From an optimization exercise on the open Yosys and OpenROAD flow, aimed at small area, a short achievable clock period and few clock cycles; shortcuts taken in it are not production practice.
At most, simulation tests tie the RTL to the original design; equivalence was not proved.
No functional check of the RTL was part of runs 3 and 4.
Power and IR drop assume default switching activity.

<file path="design.v">
`timescale 1ns / 1ps
module np_read_req_gen(
    input         clk,
    input         rst,
    input         transferstart,
    input         rd_dma_start_one,
    input  [63:0] dmaras,
    input  [31:0] dmarad,
    input  [31:0] dmarxs,
    input         rd_TX_des_start_one,
    input  [63:0] TX_des_addr,
    input  [2:0]  read_req_size,
    input  [15:0] req_id,
    input  [31:0] completion_pending,
    output        ready,
    output        non_posted_fifo_wren,
    output [63:0] non_posted_fifo_data,
    output [4:0]  tx_waddr,
    output [31:0] tx_wdata,
    output        tx_we
    );
function [11:0] add11(input [10:0] x, input [10:0] y, input cin);
    reg [10:0] g, p, G, P;
    integer l, i, j;
    begin
        g = x & y;
        p = x ^ y;
        G = g;
        P = p;
        G[0] = g[0] | (p[0] & cin);
        for (l = 0; l < 4; l = l + 1)
            for (i = 0; i < 11; i = i + 1)
                if (i & (1 << l)) begin
                    j = ((i >> l) << l) - 1;
                    G[i] = G[i] | (P[i] & G[j]);
                    P[i] = P[i] & P[j];
                end
        add11 = {G[10], p ^ {G[9:0], cin}};
    end
endfunction
function [51:0] pand52(input [51:0] x);
    reg [51:0] s;
    integer l, i, j;
    begin
        s = x;
        for (l = 0; l < 6; l = l + 1)
            for (i = 0; i < 52; i = i + 1)
                if (i & (1 << l)) begin
                    j = ((i >> l) << l) - 1;
                    s[i] = s[i] & s[j];
                end
        pand52 = s;
    end
endfunction
function le11(input [10:0] x, input [10:0] y);
    reg [11:0] r;
    begin
        r = add11(y, ~x, 1'b1);    
        le11 = r[11];
    end
endfunction
reg        rdy, s_calc, s_w1, s_w2;
reg        des;           
reg        last;          
reg        ok;            
reg        fmt;           
reg [63:2] a;             
reg [27:2] d;             
reg [31:2] n;             
reg        nhz;           
reg [12:2] fkb;           
reg [12:2] LA;            
reg [12:2] LB;            
reg        inc, dinc;     
reg [5:0]  rsh;           
reg [4:0]  T;             
reg [5:0]  blk;           
reg        wren;
reg        w2f, w2n;      
wire start_dma = rdy & rd_dma_start_one;
wire start_des = rdy & rd_TX_des_start_one;
wire start = start_dma | start_des;
wire fire1 = s_w1 & ok;   
wire [12:2] R = {rsh, 5'd0};
wire [10:0] m_lo = {|rsh[5:5], |rsh[5:4], |rsh[5:3], |rsh[5:2], |rsh[5:1], 5'b11111};
wire [10:0] m_hi = {|rsh[4:0], |rsh[3:0], |rsh[2:0], |rsh[1:0], rsh[0], 6'b0};
wire nR = nhz & ~|(n[12:2] & m_hi) & (~|(n[12:2] & R) | ~|(n[12:2] & m_lo));
wire FR = ~|(fkb & m_hi) & (~|(fkb & R) | ~|(fkb & m_lo));
wire nF = nhz & le11(n[12:2], fkb);
wire lst = nR & nF;
wire [12:2] Lnx = lst ? n[12:2] : (FR ? fkb : R);
wire s_calc_d = ~rst & start_dma;
wire s_w1_d = ~rst & (start_des | (transferstart & (s_calc | (s_w1 & ~ok) | (s_w2 & ~last))));
wire s_w2_d = ~rst & fire1;
wire rdy_d = rst | (rdy & ~rd_dma_start_one & ~rd_TX_des_start_one)
           | (~transferstart & (s_calc | (s_w1 & ~ok))) | (s_w2 & (last | ~transferstart));
wire [12:2] L_d = (start_des | des) ? 11'd8 : Lnx;
wire [4:0] T_d = T + {4'd0, s_w2};
wire ok_d = ~completion_pending[T_d];
wire fire1_d = s_w1_d & ok_d;
wire [11:0] lo_sum = add11({1'b0, a[11:2]}, {1'b0, LB[11:2]}, 1'b0);
wire [11:0] a_cy = add11({1'b0, a[11:2]}, {1'b0, LA[11:2]}, 1'b0);    
wire [5:0] blk_d = {&a[63:56], &a[55:48], &a[47:40], &a[39:32], &a[31:22], &a[21:12]};
wire [5:0] bcin = {&blk[4:0], &blk[3:0], &blk[2:0], &blk[1:0], blk[0], 1'b1};    
reg [63:12] bpre;    
integer bi;
always @(*) begin
    for (bi = 12; bi < 64; bi = bi + 1)
        if (bi == 12 || bi == 22 || bi == 32 || bi == 40 || bi == 48 || bi == 56)
            bpre[bi] = 1'b1;
        else
            bpre[bi] = bpre[bi-1] & a[bi-1];
end
wire [63:12] hcy = bpre & {{8{bcin[5]}}, {8{bcin[4]}}, {8{bcin[3]}}, {8{bcin[2]}}, {10{bcin[1]}}, {10{bcin[0]}}};
wire [63:12] hi_sum = a[63:12] ^ (hcy & {52{inc}});
wire c32 = inc & blk[0] & blk[1];
wire hi_ones = &blk[5:2];    
wire [63:0] ld_addr = rd_dma_start_one ? dmaras : TX_des_addr;
wire ld_fmt = |ld_addr[63:32];
wire fmt_d = start ? ld_fmt : ((|a[63:32]) & ~(c32 & hi_ones)) | (c32 & ~hi_ones);
wire [11:0] d_lo = add11(d[12:2], LB, 1'b0);
wire [11:0] d_cy = add11(d[12:2], LA, 1'b0);    
wire [14:0] d_hiall = pand52({37'd0, d[27:13]});
wire [27:13] d_hi = d[27:13] ^ ({d_hiall[13:0], 1'b1} & {15{dinc}});
wire [11:0] n_lo = add11(n[12:2], ~LA, 1'b1);            
wire [18:0] n_hiz = pand52({33'd0, ~n[31:13]});
wire [31:13] n_hi = n[31:13] ^ ({n_hiz[17:0], 1'b1} & {19{~n_lo[11]}});
wire n_is1 = n[13] & ~|n[31:14];
wire nhz_d = start_dma ? ~|dmarxs[31:13] : n_lo[11] ? nhz : n_is1;
wire [11:0] f_lo = add11(fkb, ~LA, 1'b1);
wire [11:0] f0 = add11(11'd0, {1'b0, ~dmaras[11:2]}, 1'b1);  
always @(posedge clk) begin
    rdy <= rdy_d;
    s_calc <= s_calc_d;
    s_w1 <= s_w1_d;
    s_w2 <= s_w2_d;
    wren <= s_w2_d | fire1_d;
    w2f <= fire1 & fmt;
    w2n <= fire1 & ~fmt;
    T <= rst ? 5'd0 : T_d;
    blk <= blk_d;
    ok <= ok_d;
    LA <= fire1_d ? L_d : 11'd0;
    LB <= LA;
    inc <= a_cy[10] | LA[12];
    dinc <= d_cy[11];
    last <= lst | start_des | des | (s_w1 & ~transferstart);
    fmt <= fmt_d;
    des <= start_des | (des & ~start_dma);
    rsh <= 6'd1 << read_req_size;
    a <= start ? ld_addr[63:2] : {hi_sum, lo_sum[9:0]};
    d <= start_dma ? dmarad[27:2] : {d_hi, d_lo[10:0]};
    n <= start_dma ? dmarxs[31:2] : {n_hi, n_lo[10:0]};
    nhz <= nhz_d;
    fkb <= start_dma ? f0[10:0] : (fkb == LA) ? 11'd1024 : f_lo[10:0];
end
assign ready = rdy;
assign non_posted_fifo_wren = wren;
assign non_posted_fifo_data[63]    = (s_w2 & a[63]) | (w2n & a[31]);
assign non_posted_fifo_data[62]    = (s_w2 & a[62]) | (w2n & a[30]);
assign non_posted_fifo_data[61]    = (s_w2 & a[61]) | (w2n & a[29]) | (s_w1 & fmt);
assign non_posted_fifo_data[60:42] = ({19{s_w2}} & a[60:42]) | ({19{w2n}} & a[28:10]);
assign non_posted_fifo_data[41:34] = ({8{s_w2}} & a[41:34]) | ({8{w2n}} & a[9:2]) | LA[11:4];
assign non_posted_fifo_data[33:32] = ({2{s_w2}} & a[33:32]) | LA[3:2];
assign non_posted_fifo_data[31:16] = ({16{w2f}} & a[31:16]) | ({16{s_w1}} & req_id);
assign non_posted_fifo_data[15:13] = {3{w2f}} & a[15:13];
assign non_posted_fifo_data[12:8]  = ({5{w2f}} & a[12:8]) | ({5{s_w1}} & T);
assign non_posted_fifo_data[7:2]   = ({6{w2f}} & a[7:2]) | {6{s_w1}};
assign non_posted_fifo_data[1:0]   = {2{s_w1}};
assign tx_we = s_w2;
assign tx_waddr = T;
assign tx_wdata = {des, 9'b0, d[27:6]};
endmodule
</file>
<file path="flow/run.sh">
#!/bin/bash
# Layout flow: the standard flow (standard.sh) with two changes.
#  1. Synthesis runs the standard script (synth_recipe.tcl) except that ABC maps with
#     flow/abc_delay.script (delay-driven) and adders are not pre-mapped to ripple
#     full/half-adder cells (ADDER_MAP_FILE empty). The registers, their names and cell
#     types are the same as in the standard synthesis.
#  2. Ports get sky130_fd_sc_hd__buf_1 buffers instead of the default delay-buffer cell.
# Each tool's output goes to a log file in this folder (synth.log, standard_flow.log) and
# ORFS's own logs under orfs/logs.
set -euo pipefail
here=$(pwd)
sed 's|^source \$::env(SCRIPTS_DIR)/synth.tcl$|source '"$here"'/flow/synth_delay.tcl|' synth_recipe.tcl > synth_delay_top.tcl
grep -q 'flow/synth_delay.tcl' synth_delay_top.tcl
sed 's|SYNTH_SCRIPT=[^ ]*|SYNTH_SCRIPT='"$here"'/synth_delay_top.tcl|' standard.sh > standard_delay.sh
grep -q 'synth_delay_top.tcl' standard_delay.sh
MY_ABC_SCRIPT=$here/flow/abc_delay.script ADDER_MAP_FILE= bash standard_delay.sh synth > synth.log 2>&1
export BUFFER_PORTS_ARGS="-buffer_cell sky130_fd_sc_hd__buf_1"
bash standard.sh > standard_flow.log 2>&1
</file>
<file path="flow/abc_delay.script">
strash
dch
map -D 1500
buffer -p
upsize -D 1500
dnsize -D 1500
stime -p
</file>
<file path="flow/synth_delay.tcl">
# ORFS's synth.tcl, with its ABC call given flow/abc_delay.script (a delay-driven mapping)
# in place of the platform's default ABC script. Everything else is unchanged.
set f [open $::env(SCRIPTS_DIR)/synth.tcl]
set txt [read $f]
close $f
set old {log_cmd abc {*}$abc_args}
if {[string first $old $txt] < 0} { error "synth_delay.tcl: ABC call not found in synth.tcl" }
set txt [string map [list $old {log_cmd abc -script $::env(MY_ABC_SCRIPT) {*}[lrange $abc_args 2 end]}] $txt]
uplevel #0 $txt
</file>
<file path="standard.sh">
#!/bin/bash
# synth_recipe.tcl (not shown) runs the flow's synth.tcl, then flattens the netlist and writes it again
# the make line also repeats each setting of config.mk as NAME=value (left out here)
make -C /OpenROAD-flow-scripts/flow DESIGN_CONFIG=/design/flow/config.mk WORK_HOME=/design/flow/orfs CLKGATE_MAP_FILE= SYNTH_SCRIPT=/design/flow/synth_recipe.tcl "${@:-finish}"
</file>
<file path="config.mk">
export PLATFORM = sky130hd
export DESIGN_NAME = np_read_req_gen
export DESIGN_NICKNAME = np_read_req_gen
export VERILOG_FILES = /design/flow/design.v
export SDC_FILE = /design/flow/constraint.sdc
export NUM_CORES = 4
export LEC_CHECK = 0
export CAP_MARGIN = 20
export CORE_MARGIN = 2
export CORE_UTILIZATION = 55
export PLACE_DENSITY = 0.7
export SETUP_SLACK_MARGIN = 1.9
export SLEW_MARGIN = 20
</file>
<file path="constraint.sdc">
create_clock -name core_clock -period 4.5 [get_ports {clk}]
set_input_delay 0.9000 -clock core_clock [delete_from_list [all_inputs] [get_ports {clk}]]
set_output_delay 0.9000 -clock core_clock [all_outputs]
set_load 0.01 [all_outputs]
</file>
==> results of run 1 <==
worst max path at each step:
stage,startpoint,to,depth (start not counted)
floorplan,rd_dma_start_one,a[5],5
global placement,s_w2,LA[7],12
detailed placement,s_w2,LA[8],12
CTS,s_w2,LA[8],12
global route,rsh[1],LA[12],11
finish,s_w1,non_posted_fifo_data[6],4
what timing repair did:
item	CTS	global route
pin swaps	1	2
endpoints found under the setup margin	84	43
resized for setup	16	24
buffers inserted	8	7
cloned	2	2
cells by family (layout without fill, tap and decap cells):
group,Yosys count,after routing,share of synthesized area
flip-flops,182,182,0.3360
AND/OR/NAND/NOR,724,725,0.2766
AO/OA/AOI/OAI,388,388,0.2132
multiplexers,31,31,0.02854
other,1,9,0.0003449
XOR/XNOR,45,45,0.03625
buffers and inverters,278,577,0.1090
routing by layer:
metal	global-route usage	routed length [um]	vias to the layer above
met5	0	0	-
met4	0.1773	1787	0
met3	0.06325	3048	113
met2	0.5727	17680	600
met1	0.4373	15380	5531
li1	-	-	6101
per-stage QoR:
| step | std cells | total power [mW] | setup WS (ps) | util | area, um^2 |
|---|---|---|---|---|---|
| floorplan | 1657 | 3.657 | 2113 | - | 10900 |
| global placement | 2171 | 4.131 | 1292 | 0.6204 | 12070 |
| detailed placement | 2171 | 4.156 | 1254 | 0.6204 | 12070 |
| CTS | 2213 | 5.624 | 1903 | 0.6566 | 12780 |
| global route | 2222 | 6.057 | 1801 | 0.6647 | 12940 |
| finish | 2222 | 5.709 | 1921 | 0.6647 | 12940 |
cell usage after synthesis, types with 3 or more instances:
library cell | n | area share
nand2_1 | 299 | 0.10
nor2_1 | 288 | 0.099
o211ai_1 | 8 | 0.0055
nor4_1 | 18 | 0.010
inv_2 | 7 | 0.0024
nand3b_1 | 7 | 0.0048
o21ai_1 | 5 | 0.0023
nor3_1 | 23 | 0.011
xnor2_1 | 16 | 0.013
o21ai_0 | 138 | 0.064
clkbuf_1 | 50 | 0.017
nand2_2 | 12 | 0.0069
a31oi_1 | 34 | 0.020
a221oi_1 | 8 | 0.0064
o221ai_1 | 13 | 0.010
o22ai_1 | 60 | 0.035
inv_1 | 180 | 0.062
a31o_2 | 3 | 0.0024
a21oi_1 | 70 | 0.032
o32ai_1 | 8 | 0.0064
a22oi_1 | 6 | 0.0041
mux2i_1 | 31 | 0.029
nor2_2 | 5 | 0.0029
o31ai_1 | 14 | 0.0097
buf_4 | 35 | 0.024
nand4_1 | 20 | 0.012
xor2_1 | 29 | 0.023
nand3_1 | 40 | 0.018
dfxtp_1 | 181 | 0.33
a211oi_1 | 5 | 0.0035
registers in the layout, summed over array words and instances, names as in the netlist, 5 cells and up:
| name | cells |
|---|---|
| LA | 11 |
| LB | 11 |
| T | 5 |
| a | 62 |
| blk | 6 |
| d | 26 |
| fkb | 11 |
| n | 30 |
| rsh | 6 |
report_power, final:
part / internal [mW] / leakage (nW) / switching (mW)
clock: 0.787 / 0.271 / 0.677
sequential: 1.92 / 1.52 / 0.341
combinational: 0.708 / 3.47 / 1.27
placed cells by master, fill, tap and decap left out, types with 17 or more instances in the layout:
cell type	Yosys	final
dfxtp_1	181	175
clkbuf_16	0	17
mux2i_1	31	31
o22ai_1	60	59
xor2_1	29	29
nor4_1	18	18
nand2_1	299	299
a21oi_1	70	70
a31oi_1	34	34
nor3_1	23	23
buf_4	35	19
inv_1	180	174
o21ai_0	138	137
nor2_1	288	277
nand3_1	40	40
nand4_1	20	20
buf_1	1	329
critical path, stage by stage (launching register included):
cell and delay [ps]:
dfxtp_4 540, clkinvlp_4 240, buf_12 190, o21ai_0 80
buf_1 180
layout make-up:
| class | instances | area [um^2] |
|---|---|---|
| Clock buffer | 20 | 446.7 |
| Clock inverter | 12 | 121.4 |
| Fill cell | 1911 | 6525 |
| Inverter | 189 | 735.7 |
| Multi-Input combinational cell | 1198 | 6162 |
| Sequential cell | 182 | 3666 |
| Tap cell | 265 | 331.6 |
| Timing Repair Buffer | 353 | 1454 |
| Timing Repair inverter | 3 | 20.02 |
==> flow_metrics.py, run 1 <==
metrics = {
    "outcome": {
        "outcome": "complete, no violations",
    },
    "yosys": {
        "synthCells": 1649,
        "seq_area_frac_synth": 0.3360,
        "syn_area_um2": 10870,
        "synth_edf_count": 1,
        "yosysUniqueCellTypes": 57,
        "synth_ff_type": "dfxtp_1",
        "yosys_warnings": 1,
        "yosys_register_bits": 182,
        "async_flop_share": 0,
        "postSynthAreaPerCell_um2": 6.594,
    },
    "setup_path": {
        "critical_path.startpoint_type": "register",
        "r2r_slack_ps": 2050,
        "r2r-start": "rsh[1]",
        "crit_type": "register to output pin",
        "timing.rr.end": "LA[6]",
        "r2r.worst_path.cells": 11,
        "arrival_ps": 1680,
        "cp_data_required_time_ps": 3600,
        "worstSetupEndpointType": "output pin",
        "crit_fanout": 22,
    },
    "pwr": {
        "cellLeakagePower_nw": 5.258,
        "peakVddDrop_mv": 0.3001,
        "cellPowerDensity_nw_per_um2": 441.3,
    },
    "place": {
        "dp_hpwl_mm": 28.50,
        "portBuffers": 330,
        "gp_congestion": 0.9361,
    },
    "sta": {
        "setup_viol": 0,
        "finalCritPeriodShare": 0.5732,
        "worstMarginPinSlew_ps": 790.6,
        "fin_worst_skew_ps": 14.27,
        "slew_viol_final": 0,
        "fin_tns_setup_ps": 0,
        "hold_ws_ps": 420.1,
        "hold_viol": 0,
        "rsz0062_at_grt": "yes",
        "fin_crit_ps": 2579,
        "max_freq_ghz": 0.3877,
        "slew-limit-headroom": 0.4729,
    },
    "clock_tree": {
        "cts_root_buf": "clkbuf_16",
        "cts-buffers-inserted": 17,
        "htreeDepth": 4,
        "insertion_delay_ps": 440,
        "clk_pin_slew_ps": 70,
        "cts_tree": "yes",
        "cts_buffer_depth": 2,
        "clock-sinks": 182,
        "ctsHoldBuffers": 0,
    },
    "detailed_routing": {
        "drt_first_pass_iters": 6,
        "drt_iter0_drc": 993,
        "wire_per_inst_um": 17.06,
        "routed_wl_mm": 37.90,
        "vias": 12350,
        "antenna_left": 0,
        "viasPerCell": 5.556,
        "drc_errors": 0,
    },
    "layout": {
        "drive_above_1_share": 0.06030,
        "diodes": 0,
        "final_nets": 2192,
        "syn_to_final_growth_pct": 18.99,
    },
    "hold_path": {
        "hold_class": "register to register",
        "min_to": "LB[2]",
        "whs_path_depth": 0,
        "min_from": "LA[2]",
    },
    "floorplan": {
        "die_h_um": 144.6,
        "dieArea_um2": 20910,
        "rows": 51,
        "start_util": 0.5587,
        "core_area_um2": 19460,
        "die_width_um": 144.6,
        "io_pins": 352,
    },
    "global_routing": {
        "grt_first_pass_wirelength_mm": 56.29,
        "antenna_found_initial": 0,
        "grt_util_all_layers": 0.3481,
        "grt_pass1_vias": 10950,
        "overflow": 0,
        "grt_max_degree": 85,
    },
    "flow_run": {
        "cap_viol_max_count": 0,
    },
}
Testbench counts, summed over its fixed seeds: cycles 52,910.
==> inputs of run 2 (changes only) <==
--- a/config.mk
+++ b/config.mk
@@ -11,3 +11,3 @@
 export PLACE_DENSITY = 0.7
-export SETUP_SLACK_MARGIN = 1.9
+export SETUP_SLACK_MARGIN = 2.0
 export SLEW_MARGIN = 20
==> flow_metrics.py, run 2 <==
metrics = {
    "layout": {
        "diodes": 0,
        "largest-register": "a",
        "largest_reg_flops": 62,
        "utilization": 0.6753,
        "seq_area_um2": 3670,
        "final_nets": 2202,
        "syn_to_final_growth_pct": 20.89,
        "reg.largest.list": "a: 62 flops, n: 30 flops, d: 26 flops",
        "layout_common_cells": "buf_1, nand2_1, nor2_1, dfxtp_1, inv_1",
        "n_fill_cell": 1881,
        "final_common_cell": "buf_1",
        "multiInputGateArea_um2": 6251,
        "drive_above_1_share": 0.07728,
    },
    "pwr": {
        "swShare": 0.4023,
        "peakVddDrop_mv": 0.3007,
        "switching_power_mw": 2.317,
        "power.share.combinational": 0.353,
        "power_frac_seq": 0.393,
        "p_int_mw": 3.442,
        "cellPowerDensity_nw_per_um2": 438.1,
        "cellLeakagePower_nw": 5.336,
        "clkPwrFrac": 0.254,
    },
    "floorplan": {
        "rows": 51,
        "start_util": 0.5587,
        "die_width_um": 144.6,
        "die_h_um": 144.6,
        "io_pins": 352,
        "dieArea_um2": 20910,
        "core_area_um2": 19460,
    },
    "setup_path": {
        "crit_type": "register to output pin",
        "timing.rr.end": "LA[9]",
        "critical_path.startpoint_type": "register",
        "r2r-start": "s_w2",
        "arrival_ps": 1630,
        "cp_data_required_time_ps": 3600,
        "r2r.worst_path.cells": 12,
        "r2r_slack_ps": 2120,
        "crit_fanout": 15,
        "worstSetupEndpointType": "output pin",
    },
    "sta": {
        "fin_tns_setup_ps": 0,
        "fin_crit_ps": 2525,
        "fin_worst_skew_ps": 13.74,
        "setup_viol": 0,
        "hold_viol": 0,
        "slew-limit-headroom": 0.4786,
        "slew_viol_final": 0,
        "worstMarginPinSlew_ps": 782.1,
        "rsz0062_at_grt": "yes",
        "max_freq_ghz": 0.3960,
        "finalCritPeriodShare": 0.5612,
    },
    "yosys": {
        "ys_top_cells_by_count": "nand2_1, nor2_1, dfxtp_1, inv_1, o21ai_0",
        "yosysUniqueCellTypes": 57,
        "synth_top_area_cell": "dfxtp_1",
        "synth_edf_count": 1,
        "postSynthAreaPerCell_um2": 6.594,
        "yosys_register_bits": 182,
        "async_flop_share": 0,
        "seq_area_frac_synth": 0.3360,
        "yosys_warnings": 1,
        "synth_top_area_share": 0.3333,
        "synthCells": 1649,
        "synth_ff_type": "dfxtp_1",
        "syn_area_um2": 10870,
        "synthMostInstantiatedCell": "nand2_1",
        "ys_top_cells_by_area": "dfxtp_1, nand2_1, nor2_1, o21ai_0, inv_1",
    },
    "detailed_routing": {
        "drt_iter0_drc": 1020,
        "wire_per_inst_um": 17.11,
        "drt_first_pass_iters": 5,
        "vias": 12440,
        "drc_errors": 0,
        "viasPerCell": 5.575,
        "routed_wl_mm": 38.18,
        "antenna_left": 0,
    },
    "clock_tree": {
        "cts_root_buf": "clkbuf_16",
        "cts-buffers-inserted": 17,
        "cts_buffer_depth": 2,
        "ctsHoldBuffers": 0,
        "htreeDepth": 4,
        "insertion_delay_ps": 440,
        "cts_tree": "yes",
        "clk_pin_slew_ps": 70,
        "clock-sinks": 182,
    },
    "hold_path": {
        "min_from": "LA[2]",
        "whs_path_depth": 0,
        "hold_class": "register to register",
        "min_to": "LB[2]",
    },
    "place": {
        "gp_congestion": 0.9361,
        "dp_hpwl_mm": 28.50,
        "portBuffers": 330,
    },
    "global_routing": {
        "grt_first_pass_wirelength_mm": 56.48,
        "grt_pass1_vias": 10980,
        "grt_util_all_layers": 0.3500,
        "grt_max_degree": 85,
        "overflow": 0,
        "antenna_found_initial": 0,
    },
    "flow_run": {
        "cap_viol_max_count": 0,
    },
    "outcome": {
        "outcome": "complete, no violations",
    },
}
[run 2: cell counts after synthesis]
Identical to the previous run, type by type.
[run 2: layout make-up]
type,count,share of cell area
timing repair inverter,4,0.002380
tap,265,0.02523
timing repair buffer,362,0.1174
multi-input combinational,1198,0.4756
clock buffer,20,0.03398
clock inverter,12,0.009234
inverter,189,0.05702
sequential,182,0.2792
[run 2: worst max-delay path, cell delays in order (launching register included)]
cell and delay, ps:
dfxtp_2 430, clkinvlp_4 140, buf_12 170, o21ai_0 270
buf_1 190
[run 2: kinds of logic (layout without fill, tap and decap cells)]
group / count (synthesis) / after routing / synth area share
AND/OR/NAND/NOR: 724 / 725 / 0.2766
multiplexers: 31 / 31 / 0.02854
AO/OA/AOI/OAI: 388 / 388 / 0.2132
other: 1 / 9 / 0.0003449
buffers and inverters: 278 / 587 / 0.1090
flip-flops: 182 / 182 / 0.3360
XOR/XNOR: 45 / 45 / 0.03625
[run 2: timing repair]
item	in CTS	in global routing
endpoints found under the setup margin	100	54
resized for setup	29	46
buffers inserted	10	14
gates cloned	2	3
pin swaps	1	7
[run 2: power groups by stage]
stage / logic, mW / clock network [mW] / registers, mW
after global placement: 1.85 / 0 / 2.28
after global routing: 2.28 / 1.53 / 2.30
after detailed placement: 1.88 / 0 / 2.28
after floorplan: 1.48 / 0 / 2.17
after CTS: 1.92 / 1.47 / 2.25
final: 2.03 / 1.46 / 2.26
[run 2: how the worst max path moves through the flow]
stage                                 from                       end  slack (ps)  cells past startpoint
final                                  w2n  non_posted_fifo_data[34]        1970                      4
after global routing                rsh[1]                    LA[10]        1930                     12
after CTS                             s_w2                     LA[8]        2000                     14
after detailed placement              s_w2                     LA[8]        1250                     12
after global placement                s_w2                     LA[7]        1290                     12
after floorplan           rd_dma_start_one                      a[5]        2110                      5
[run 2: metal layers]
layer	track usage	vias up	routed length, um
met5	0	-	0
met4	0.1865	0	1635
met3	0.07219	111	3218
met2	0.5720	625	17980
met1	0.4342	5576	15340
li1	-	6131	-
[run 2: per-stage QoR]
step	std cells	setup slack, ps	total power [mW]	instance area, um^2	hold slack (ps)
after global placement	2171	1292	4.131	12070	433.7
final	2232	1975	5.758	13140	420.4
after CTS	2215	1998	5.640	12850	457.6
after floorplan	1657	2113	3.657	10900	386.2
after detailed placement	2171	1254	4.156	12070	443.0
after global routing	2232	1934	6.115	13140	424.4
==> inputs of run 3 (changes only) <==
--- a/design.v
+++ b/design.v
@@ -76,2 +76,3 @@
 reg [4:0]  T;             
+reg [4:0]  T1;            
 reg [5:0]  blk;           
@@ -97,3 +98,3 @@
 wire [12:2] L_d = (start_des | des) ? 11'd8 : Lnx;
-wire [4:0] T_d = T + {4'd0, s_w2};
+wire [4:0] T_d = s_w2 ? T1 : T;
 wire ok_d = ~completion_pending[T_d];
@@ -118,3 +119,3 @@
 wire [63:0] ld_addr = rd_dma_start_one ? dmaras : TX_des_addr;
-wire ld_fmt = |ld_addr[63:32];
+wire ld_fmt = rd_dma_start_one ? |dmaras[63:32] : |TX_des_addr[63:32];
 wire fmt_d = start ? ld_fmt : ((|a[63:32]) & ~(c32 & hi_ones)) | (c32 & ~hi_ones);
@@ -140,2 +141,3 @@
     T <= rst ? 5'd0 : T_d;
+    T1 <= rst ? 5'd1 : T_d + 5'd1;
     blk <= blk_d;
==> flow_metrics.py, run 3 <==
metrics = {
    "layout": {
        "largest_reg_flops": 62,
        "final_common_cell": "nand2_1",
        "final_nets": 2241,
        "syn_to_final_growth_pct": 20.70,
        "largest-register": "a",
        "reg.largest.list": "a: 62 flops, n: 30 flops, d: 26 flops",
        "n_fill_cell": 1827,
        "drive_above_1_share": 0.07129,
        "instances_no_fill": 2272,
        "layout_common_cells": "nand2_1, buf_1, nor2_1, dfxtp_1, inv_1",
    },
    "pwr": {
        "peakVddDrop_mv": 0.3478,
        "power_frac_seq": 0.372,
        "swShare": 0.4146,
        "power.share.combinational": 0.381,
        "cellLeakagePower_nw": 5.405,
        "cellPowerDensity_nw_per_um2": 481.5,
        "switching_power_mw": 2.669,
        "clkPwrFrac": 0.247,
        "p_int_mw": 3.769,
    },
    "setup_path": {
        "crit_start": "w2n",
        "r2r.worst_path.cells": 12,
        "cp_data_required_time_ps": 3600,
        "r2r-start": "s_w2",
        "crit_type": "register to output pin",
        "timing.rr.end": "LA[7]",
        "arrival_ps": 1570,
        "crit_fanout": 9,
        "critical_path.startpoint_type": "register",
        "worstSetupEndpointType": "output pin",
        "r2r_slack_ps": 2040,
        "crit_path_end": "non_posted_fifo_data[42]",
    },
    "global_routing": {
        "grt_first_pass_wirelength_mm": 60.15,
        "grt_use_met2": 0.5946,
        "overflow": 0,
        "grt_util_all_layers": 0.3481,
        "top_usage_layer": "met2",
        "antenna_found_initial": 1,
        "grt_use_met1": 0.4237,
        "grt_max_degree": 89,
        "grtUsageMet3": 0.06865,
        "grt_pass1_vias": 12130,
    },
    "clock_tree": {
        "clock-sinks": 187,
        "cts_buffer_depth": 2,
        "insertion_delay_ps": 440,
        "cts_root_buf": "clkbuf_16",
        "cts_tree": "yes",
        "htreeDepth": 4,
        "clk_pin_slew_ps": 70,
        "cts-buffers-inserted": 17,
    },
    "floorplan": {
        "die_width_um": 145.9,
        "io_pins": 352,
        "die_h_um": 145.9,
        "dieArea_um2": 21290,
        "core_area_um2": 19590,
        "start_util": 0.5655,
        "rows": 51,
    },
    "place": {
        "gp_congestion": 1.059,
        "portBuffers": 330,
        "dp_hpwl_mm": 28.44,
        "dp_cells": 2212,
    },
    "yosys": {
        "async_flop_share": 0,
        "syn_area_um2": 11080,
        "yosys_register_bits": 187,
        "ys_top_cells_by_count": "nand2_1, nor2_1, dfxtp_1, inv_1, o21ai_0",
        "seq_area_frac_synth": 0.3388,
        "synth_top_area_share": 0.3361,
        "yosysUniqueCellTypes": 59,
        "yosys_warnings": 1,
        "ys_top_cells_by_area": "dfxtp_1, nand2_1, nor2_1, o21ai_0, inv_1",
        "synthMostInstantiatedCell": "nand2_1",
        "synth_ff_type": "dfxtp_1",
        "synth_top_area_cell": "dfxtp_1",
        "postSynthAreaPerCell_um2": 6.555,
        "synth_edf_count": 1,
        "synthCells": 1690,
    },
    "sta": {
        "slew_viol_final": 0,
        "hold_ws_ps": 440.7,
        "worstMarginPinSlew_ps": 902.6,
        "finalCritPeriodShare": 0.5479,
        "rsz0062_at_grt": "yes",
        "fin_tns_setup_ps": 0,
        "fin_crit_ps": 2465,
        "hold_viol": 0,
        "fin_worst_skew_ps": 14.88,
        "setup_viol": 0,
        "max_freq_ghz": 0.4056,
        "slew-limit-headroom": 0.3945,
    },
    "hold_path": {
        "hold_class": "register to register",
    },
    "detailed_routing": {
        "viasPerCell": 5.636,
        "drt_first_pass_iters": 5,
        "drt_iter0_drc": 836,
        "routed_wl_mm": 38.26,
        "wire_per_inst_um": 16.84,
        "drc_errors": 0,
        "antenna_left": 0,
        "vias": 12810,
    },
    "outcome": {
        "outcome": "complete, no violations",
    },
    "flow_run": {
        "cap_viol_max_count": 0,
    },
}
run 3: cell count changes after synthesis, sizes merged, moves of 11 or more:
cell / previous run / this run
nor4: 18 / 31
o32ai: 8 / 21
nand3: 41 / 27
o22ai: 60 / 33
nand2: 311 / 345
inv: 187 / 176
a31oi: 34 / 47
mux2i: 31 / 3
run 3: per-layer routing:
layer | up-vias | share of wire
met4 | 0 | 0.043
met2 | 577 | 0.48
li1 | 6281 | -
met1 | 5845 | 0.40
met5 | - | 0
met3 | 102 | 0.075
run 3: worst min-delay path by stage:
stage	start	to	slack (ps)	cells past startpoint
after floorplan	LA[7]	LB[7]	370	0
after global placement	fmt	w2n	420	1
after detailed placement	fmt	w2n	420	1
after CTS	fmt	w2n	440	1
after global routing	LA[2]	LB[2]	440	0
final	fmt	w2n	440	1
run 3: cell type report:
type | instances | area (um^2) | area share
inverter | 178 | 690.7 | 0.05165
clock buffer | 18 | 439.2 | 0.03284
timing repair inverter | 3 | 20.02 | 0.001497
multi-input combinational | 1243 | 6402 | 0.4788
clock inverter | 14 | 178.9 | 0.01338
antenna | 1 | 2.502 | 0.0001871
tap | 265 | 331.6 | 0.02480
timing repair buffer | 363 | 1534 | 0.1147
sequential | 187 | 3772 | 0.2821
run 3: power groups by stage:
stage / combinational, mW / sequential (mW) / clock (mW)
2_1_floorplan: 1.70 / 2.30 / 0
3_3_place_gp: 2.18 / 2.40 / 0
3_5_place_dp: 2.21 / 2.41 / 0
5_1_grt: 2.73 / 2.45 / 1.67
6_report: 2.45 / 2.40 / 1.59
4_1_cts: 2.28 / 2.38 / 1.60
run 3: cell families after synthesis:
logic type                synth area share
buffers and inverters               0.1045
DFF                                 0.3388
AOI/OAI and AO/OA                   0.2258
and+or+nand+nor                     0.2915
xor gates and xnor gates           0.03637
muxes                             0.002711
other                            0.0003385
run 3: what timing repair did:
action / 4_1_cts / 5_1_grt
hold buffers: 0 / 0
setup buffers: 7 / 16
gates resized for setup: 29 / 45
cloned: 3 / 1
pin swaps: 1 / 10
setup endpoints to repair: 96 / 50
run 3: critical path: stages (launching register included):
cell and delay, ps:
dfxtp_2 400, clkinvlp_4 110, buf_4 190, o21ai_0 260
buf_1 190
run 3: metrics by stage:
step	worst slack, ps	total power, mW	area, um^2	util
after floorplan	2207	4.005	11110	-
after global placement	1463	4.578	12280	0.6269
after detailed placement	1443	4.616	12280	0.6269
after CTS	2002	6.252	13070	0.6672
after global routing	1951	6.839	13370	0.6826
final	2035	6.438	13370	0.6826
==> inputs of run 4 (changes only) <==
--- a/config.mk
+++ b/config.mk
@@ -11,3 +11,3 @@
 export PLACE_DENSITY = 0.7
-export SETUP_SLACK_MARGIN = 2.0
+export SETUP_SLACK_MARGIN = 2.15
 export SLEW_MARGIN = 20
==> flow_metrics.py, run 4 <==
metrics = {
    "yosys": {
        "synth_top_area_cell": "dfxtp_1",
        "synthCells": 1690,
        "synth_ff_type": "dfxtp_1",
        "synthMostInstantiatedCell": "nand2_1",
        "synth_top_area_share": 0.3361,
        "yosys_register_bits": 187,
        "yosysUniqueCellTypes": 59,
        "seq_area_frac_synth": 0.3388,
        "synth_edf_count": 1,
        "syn_area_um2": 11080,
        "postSynthAreaPerCell_um2": 6.555,
        "async_flop_share": 0,
        "ys_top_cells_by_area": "dfxtp_1, nand2_1, nor2_1, o21ai_0, inv_1",
        "ys_top_cells_by_count": "nand2_1, nor2_1, dfxtp_1, inv_1, o21ai_0",
        "yosys_warnings": 1,
    },
    "setup_path": {
        "critical_path.startpoint_type": "register",
        "r2r_slack_ps": 2160,
        "timing.rr.end": "LA[7]",
        "crit_type": "register to output pin",
        "slowest_stage": "dfxtp_4",
        "arrival_ps": 1520,
        "crit_chain": "clkinvlp_4 > clkbuf_16 > o21ai_4 > buf_6",
        "r2r-start": "s_w2",
        "worstSetupEndpointType": "output pin",
        "max_stage_delay_ps": 420,
        "cp_data_required_time_ps": 3600,
        "crit_fanout": 7,
        "r2r.worst_path.cells": 12,
    },
    "clock_tree": {
        "clock-sinks": 187,
        "htreeDepth": 4,
        "clk_pin_slew_ps": 70,
        "insertion_delay_ps": 440,
        "cts_root_buf": "clkbuf_16",
        "cts-buffers-inserted": 17,
        "cts_buffer_depth": 2,
        "cts_tree": "yes",
    },
    "layout": {
        "reg.largest.list": "a: 62 flops, n: 30 flops, d: 26 flops",
        "n_fill_cell": 1703,
        "final_area_um2": 14070,
        "final_nets": 2262,
        "layout_common_cells": "nand2_1, nor2_1, buf_1, dfxtp_1, inv_1",
        "syn_to_final_growth_pct": 26.99,
        "largest_reg_flops": 62,
        "largest-register": "a",
        "drive_above_1_share": 0.1416,
        "final_common_cell": "nand2_1",
        "instances_no_fill": 2293,
    },
    "detailed_routing": {
        "routed_wl_mm": 39.68,
        "wire_per_inst_um": 17.31,
        "antenna_left": 0,
        "drc_errors": 0,
        "viasPerCell": 5.703,
        "drt_first_pass_iters": 5,
        "vias": 13080,
        "drt_iter0_drc": 924,
    },
    "pwr": {
        "cellLeakagePower_nw": 5.827,
        "power_frac_seq": 0.362,
        "p_int_mw": 3.887,
        "clkPwrFrac": 0.239,
        "swShare": 0.4169,
        "power.share.combinational": 0.400,
        "switching_power_mw": 2.780,
        "peakVddDrop_mv": 0.3544,
        "cellPowerDensity_nw_per_um2": 473.9,
    },
    "hold_path": {
        "min_from": "fmt",
        "whs_path_depth": 1,
        "hold_class": "register to register",
        "min_to": "w2n",
    },
    "sta": {
        "setup_viol": 0,
        "max_freq_ghz": 0.4134,
        "finalCritPeriodShare": 0.5375,
        "rsz0062_at_grt": "yes",
        "fin_worst_skew_ps": 14.02,
        "fin_crit_ps": 2419,
        "hold_viol": 0,
        "fin_tns_setup_ps": 0,
        "worstMarginPinSlew_ps": 833.8,
        "slew_viol_final": 0,
        "slew-limit-headroom": 0.4441,
    },
    "floorplan": {
        "io_pins": 352,
        "rows": 51,
        "die_width_um": 145.9,
        "die_h_um": 145.9,
        "dieArea_um2": 21290,
        "start_util": 0.5655,
        "core_area_um2": 19590,
    },
    "global_routing": {
        "grt_pass1_vias": 12270,
        "grt_max_degree": 89,
        "grt_first_pass_wirelength_mm": 61.00,
        "grt_util_all_layers": 0.3536,
        "overflow": 0,
        "antenna_found_initial": 1,
    },
    "flow_run": {
        "cap_viol_max_count": 0,
    },
    "place": {
        "gp_congestion": 1.059,
        "dp_cells": 2212,
        "place_area_um2": 12280,
        "dp_hpwl_mm": 28.44,
        "portBuffers": 330,
    },
    "outcome": {
        "outcome": "complete, no violations",
    },
}
run 4: cell counts after synthesis:
No cell type changed its count.
run 4: worst max-delay path: cells and delay by family, from the launching register on:
| family | cells | cell delay, ps |
|---|---|---|
| buffers and inverters | 3 | 490 |
| AOI/OAI and AO/OA | 1 | 180 |
| DFF | 1 | 420 |
run 4: worst max-delay path by stage:
stage                     start                  endpoint  slack [ps]  cells past startpoint
after floorplan            s_w2                    LA[10]        2210                     13
after global placement     s_w2                    LA[12]        1460                     10
after detailed placement   s_w2                     LA[8]        1440                     10
after CTS                   w2f  non_posted_fifo_data[26]        2090                      4
after global routing        w2n  non_posted_fifo_data[61]        2050                      4
final                       w2f  non_posted_fifo_data[26]        2080                      4
run 4: power groups by stage:
| stage | Clock, mW | Combinational [mW] | Sequential (mW) |
|---|---|---|---|
| floorplan | 0 | 1.70 | 2.30 |
| global placement | 0 | 2.18 | 2.40 |
| detailed placement | 0 | 2.21 | 2.41 |
| CTS | 1.60 | 2.37 | 2.37 |
| global route | 1.67 | 2.95 | 2.46 |
| finish | 1.59 | 2.67 | 2.41 |
run 4: repair_timing:
| item | 4_1_cts | 5_1_grt |
|---|---|---|
| pin swaps | 7 | 35 |
| setup endpoints to repair | 102 | 119 |
| gates resized for setup | 105 | 187 |
| setup buffers | 17 | 24 |
| hold buffers | 0 | 0 |
| cloned | 4 | 3 |
run 4: through the flow:
stage | util | hold WS, ps | power, mW | setup WS, ps
4_1_cts | 0.6798 | 432.0 | 6.340 | 2093
2_1_floorplan | - | 373.2 | 4.005 | 2207
5_1_grt | 0.7181 | 449.3 | 7.071 | 2047
3_3_place_gp | 0.6269 | 422.2 | 4.578 | 1463
3_5_place_dp | 0.6269 | 424.3 | 4.616 | 1443
6_report | 0.7181 | 439.3 | 6.667 | 2081
run 4: routing by layer:
metal,vias to the layer above,share of wire,global-route usage
li1,6344,-,-
met1,5952,0.39,0.4285
met2,653,0.48,0.6035
met3,128,0.084,0.06708
met4,0,0.049,0.1706
met5,-,0,0
run 4: cell families (layout without fill, tap and decap cells):
family	Yosys count	after routing	share of synthesized area
buf+inv	269	596	0.1045
other cells	1	10	0.0003385
mux	3	3	0.002711
simple gates	780	782	0.2915
compound gates	404	404	0.2258
xor+xnor	46	46	0.03637
flops	187	187	0.3388
run 4: layout make-up:
cell class	count	area, um^2	area share
clock inverter	14	178.9	0.01272
antenna	1	2.502	0.0001779
clock buffer	18	439.2	0.03122
timing repair buffer	383	1869	0.1329
tap	265	331.6	0.02357
sequential	187	3795	0.2697
inverter	178	699.4	0.04972
multi-input combinational	1244	6730	0.4784
timing repair inverter	3	22.52	0.001601

## static timing again, ports no longer ideal
The results above use ideal ports. As a check the final layouts listed here were re-extracted and re-timed, cells and wires unchanged. Step 1: set_driving_cell puts a clkbuf_16 on clk and a buf_2 on each other input, an assumption about the parent block. Step 2, shift: input delay + t, output delay - t, t = (earliest + latest rising clock arrival at the registers) / 2. This alone moves slack from input paths to output paths. Slacks: ideal ports / drivers / drivers and shift; pairs: ideal ports / drivers.
run | t (ns) | setup slack, ns | cell pins on the clock port's net
run 1 | 0.478 | 1.921 / 1.873 / 1.653 | 1
run 2 | 0.478 | 1.975 / 1.926 / 1.675 | 1
run 3 | 0.481 | 2.035 / 1.985 / 1.697 | 1
run 4 | 0.483 | 2.081 / 2.032 / 1.837 | 1
After both steps every run listed still meets setup and hold. For run 3, which loses most, drivers alone change the setup slack by -0.050 ns; drivers and shift together by -0.338 ns.
